What follows belongs to an exercise in optimizing a design on an open flow for small area; a production flow would make more cautious choices.
Function was checked by simulation only, so behaviour that the tests miss may differ from the original.

## run 1
Design FPU_top_level, start of the top module:
module FPU_top_level
(
 input         clk,
 input         nrst,
 input  [31:0] floating_point1,
 input  [31:0] floating_point2,
 input  [2:0]  frm,
 input  [6:0]  funct7,
 output [31:0] floating_point_out,
 output [4:0]  flags
 );
export LEC_CHECK = 0
export ABC_AREA = 1
export CAP_MARGIN = 20
export CORE_MARGIN = 2
export CORE_UTILIZATION = 40
export SLEW_MARGIN = 20
create_clock -name core_clock -period 10.0 [get_ports {clk}]
standard.sh (not shown) runs the stock make flow with config.mk's settings and CLKGATE_MAP_FILE= SYNTH_SCRIPT=/design/flow/synth_recipe.tcl, a recipe that flattens the netlist after the stock synthesis.
==> flow/flow/run.sh <==
#!/bin/bash
# Own layout flow:
#  1. the standard synthesis (bash standard.sh synth);
#  2. flow/fixinv.py: full-adder polarity clean-up (removes inverters between
#     full adders; registers untouched);
#  3. flow/reabc.tcl: ABC re-maps the other combinational cells for area;
#     cells whose pre-placement slack is below KEEP_NS (flow/slack.tcl,
#     flow/keepmark.py) and all registers and adders are left as they are;
#  4. the standard layout, with the smallest buffer on the ports and without
#     keeping global placement's timing-driven buffers.
# Each step's full output goes to a log file in this folder.
set -euo pipefail
W=$(pwd)
R=$W/orfs/results/$FLOW_PLATFORM/FPU_top_level/base
export PLATFORM_DIR=$FLOW_HOME/platforms/$FLOW_PLATFORM
export LIB=$PLATFORM_DIR/lib/sky130_fd_sc_hd__tt_025C_1v80.lib
KEEP_NS=${KEEP_NS:--100}

bash standard.sh synth > synth.log 2>&1

cp "$R/1_2_yosys.v" "$W/1_2_yosys.standard.v"
python3 flow/fixinv.py "$W/1_2_yosys.standard.v" "$W/1_2_yosys.fixinv.v" > fixinv.log 2>&1
NETIN=$W/1_2_yosys.fixinv.v SLACKOUT=$W/slack.txt \
  openroad -no_init -exit flow/slack.tcl > slack.log 2>&1
python3 flow/keepmark.py mark "$W/1_2_yosys.fixinv.v" "$W/slack.txt" "$KEEP_NS" "$W/1_2_yosys.marked.v" > keepmark.log 2>&1
NETIN=$W/1_2_yosys.marked.v NETOUT=$W/1_2_yosys.reabc_marked.v \
  ABC_SCRIPT='+strash;dch;map,-a;topo;upsize;dnsize' \
  yosys -c flow/reabc.tcl > reabc.log 2>&1
python3 flow/keepmark.py unmark "$W/1_2_yosys.reabc_marked.v" "$W/1_2_yosys.reabc.v" >> keepmark.log 2>&1
cp "$W/1_2_yosys.reabc.v" "$R/1_2_yosys.v"
rm -f "$R/1_synth.odb" "$R/1_synth.sdc"

export BUFFER_PORTS_ARGS="-buffer_cell sky130_fd_sc_hd__buf_1"
export GPL_KEEP_OVERFLOW=0
bash standard.sh finish > layout.log 2>&1
Other scripts of this flow, unchanged in this note and not shown: flow/flow/fixinv.py, flow/flow/keepmark.py, flow/flow/reabc.tcl, flow/flow/slack.tcl
Run 1 was carried through to the last stage, and its layout satisfied the timing, DRC and antenna checks.
Modified inputs, run 2 compared to run 1
Settings: CORE_UTILIZATION changed from 40 to 50.
-- flow/flow/run.sh --
<<< run 1, line 15
export PLATFORM_DIR=$FLOW_HOME/platforms/$FLOW_PLATFORM
export LIB=$PLATFORM_DIR/lib/sky130_fd_sc_hd__tt_025C_1v80.lib
KEEP_NS=${KEEP_NS:--100}

bash standard.sh synth > synth.log 2>&1
>>> run 2, line 15
export PLATFORM_DIR=$FLOW_HOME/platforms/$FLOW_PLATFORM
export LIB=$PLATFORM_DIR/lib/sky130_fd_sc_hd__tt_025C_1v80.lib
KEEP_NS=${KEEP_NS:-1.0}

bash standard.sh synth > synth.log 2>&1
==> comparison <==
Looking at the reports, run 2 completed the entire flow and the layout it produced met the timing, DRC and antenna checks.
Taking run 1 as the reference, in run 2 starting density of the core now sits higher, global placer's final weighted congestion now sits higher.
In terms of register cell area after layout, run 1 and run 2 differ only marginally.
Looking only at routed wire length, and setting everything else aside, the lower value of run 1 and run 2 goes to run 2.
The category of the critical setup timing path comes out register to register in one run and register to output port in the other, namely in run 2 and run 1 respectively.
Run 1 -> run 2: sequential cell count flat
In run 2 the clock network area share turned out 0.20 points higher than in run 1.
Relative to run 2, the following input files were edited for run 3:
Settings: a change of CORE_UTILIZATION from 50 to 40; an added PLACE_DENSITY of 0.75.
==> run notes <==
- Die area | run 3 > run 2
- Per the comparison of run 3 with run 2, worst hold-check slack climbed 0.0070 ns, via count of the first global-routing pass saw an increase.
Setup changes, run 3 to run 4
Settings: changing SLEW_MARGIN from 20 to 5; changing CAP_MARGIN from 20 to 5; removing PLACE_DENSITY (formerly 0.75).
-- flow/flow/run.sh --
<<< run 3, line 15
export PLATFORM_DIR=$FLOW_HOME/platforms/$FLOW_PLATFORM
export LIB=$PLATFORM_DIR/lib/sky130_fd_sc_hd__tt_025C_1v80.lib
KEEP_NS=${KEEP_NS:-1.0}

bash standard.sh synth > synth.log 2>&1
>>> run 4, line 15
export PLATFORM_DIR=$FLOW_HOME/platforms/$FLOW_PLATFORM
export LIB=$PLATFORM_DIR/lib/sky130_fd_sc_hd__tt_025C_1v80.lib
KEEP_NS=${KEEP_NS:--100}

bash standard.sh synth > synth.log 2>&1
Run comparison: run 3 topmost layer with routed signal wires met4; run 4 topmost layer with routed signal wires met5
From run 3 to run 4 the numbers moved as follows: total area of multi-input combinational cells picked up an extra 170 µm²; weighted congestion reported at the end of routability-driven placement fell about 6%.

========
AL:
Another version of the RTL of FPU_top_level (not shown whole).
For scale: about 2400 cells after synthesis, roughly 110 I/O pins, about 0.020 mm² of cells after synthesis.
Settings: LEC_CHECK=0, ABC_AREA=1, CAP_MARGIN=20, CORE_MARGIN=2, CORE_UTILIZATION=40, SLEW_MARGIN=20; clock period 10.0 ns.
==> flow/flow/run.sh <==
#!/bin/bash
# Own layout flow: the standard synthesis; full-adder polarity clean-up of the
# netlist (flow/fixinv.py); an area re-mapping of the other combinational
# cells with ABC (flow/reabc.tcl; registers and adders untouched); then the
# standard layout with the smallest buffer on the ports.  Each step's full
# output goes to a log file in this folder.
set -euo pipefail
W=$(pwd)
R=$W/orfs/results/$FLOW_PLATFORM/FPU_top_level/base
export LIB=$FLOW_HOME/platforms/$FLOW_PLATFORM/lib/sky130_fd_sc_hd__tt_025C_1v80.lib

bash standard.sh synth > synth.log 2>&1

cp "$R/1_2_yosys.v" "$W/1_2_yosys.standard.v"
python3 flow/fixinv.py "$W/1_2_yosys.standard.v" "$W/1_2_yosys.fixinv.v" > fixinv.log 2>&1
NETIN=$W/1_2_yosys.fixinv.v NETOUT=$W/1_2_yosys.reabc.v \
  ABC_SCRIPT='+strash;dch;map,-a;topo;upsize;dnsize' \
  yosys -c flow/reabc.tcl > reabc.log 2>&1
cp "$W/1_2_yosys.reabc.v" "$R/1_2_yosys.v"
rm -f "$R/1_synth.odb" "$R/1_synth.sdc"

export BUFFER_PORTS_ARGS="-buffer_cell sky130_fd_sc_hd__buf_1"
bash standard.sh finish > layout.log 2>&1
Other scripts of this flow, unchanged in this note and not shown: flow/flow/fixinv.py, flow/flow/reabc.tcl
Having completed the whole flow, AL delivered a layout that passed the timing, DRC and antenna checks.
Modified inputs, TR compared to AL
- putting CTS_BUF_LIST at sky130_fd_sc_hd__clkbuf_4 sky130_fd_sc_hd__clkbuf_8 where nothing was set
==> comparison <==
- Between TR and AL, the difference in routed wire length is negligible.
- Of TR and AL, it is TR that has the higher ratio of final minimum period to clock period.
- Comparing TR against AL, there is no change at all in total area of sequential cells.
- Diff AL -> TR: global-route wire length before repair level, worst path setup slack after routing moved down, fraction of standard cell area in multi-input logic moved up.
- Between TR and AL, the total setup buffers inserted after CTS figures differ only marginally.
- Summary — post-layout instance area, TR relative to AL: lower, by about 0.4%.

-- afterwards: timing with drivers on the ports --
The results above use ideal ports. As a check the final layouts listed here were re-extracted and re-timed, cells and wires unchanged. Step 1, drivers: a clkbuf_16 drives clk and a buf_2 each remaining input, both assumed. Step 2 adds t to the input delays and takes it off the output delays; t is the mean of the earliest and latest rising clock arrival at the registers after step 1. Input paths then give back, and output paths get back, about the clock's delay inside the block. a / b / c = ideal ports / drivers / drivers and shift; a / b = the first two.
run | t (ns) | setup WS [ns] | worst setup path at the end | slew at the worst register clock pin (ns)
run 1 | 0.424 | 0.374 / 0.317 / 0.503 | register to register | 0.08 / 0.08
run 2 | 0.425 | 0.299 / 0.277 / 0.299 | register to register | 0.08 / 0.08
run 3 | 0.416 | 0.414 / 0.414 / 0.414 | register to register | 0.08 / 0.08
run 4 | 0.415 | 0.298 / 0.298 / 0.298 | register to register | 0.08 / 0.08
AL | 0.422 | 0.607 / 0.559 / 0.643 | register to register | 0.08 / 0.08
TR | 0.452 | 0.554 / 0.510 / 0.633 | register to register | 0.12 / 0.12
After both steps every run listed still meets setup and hold.
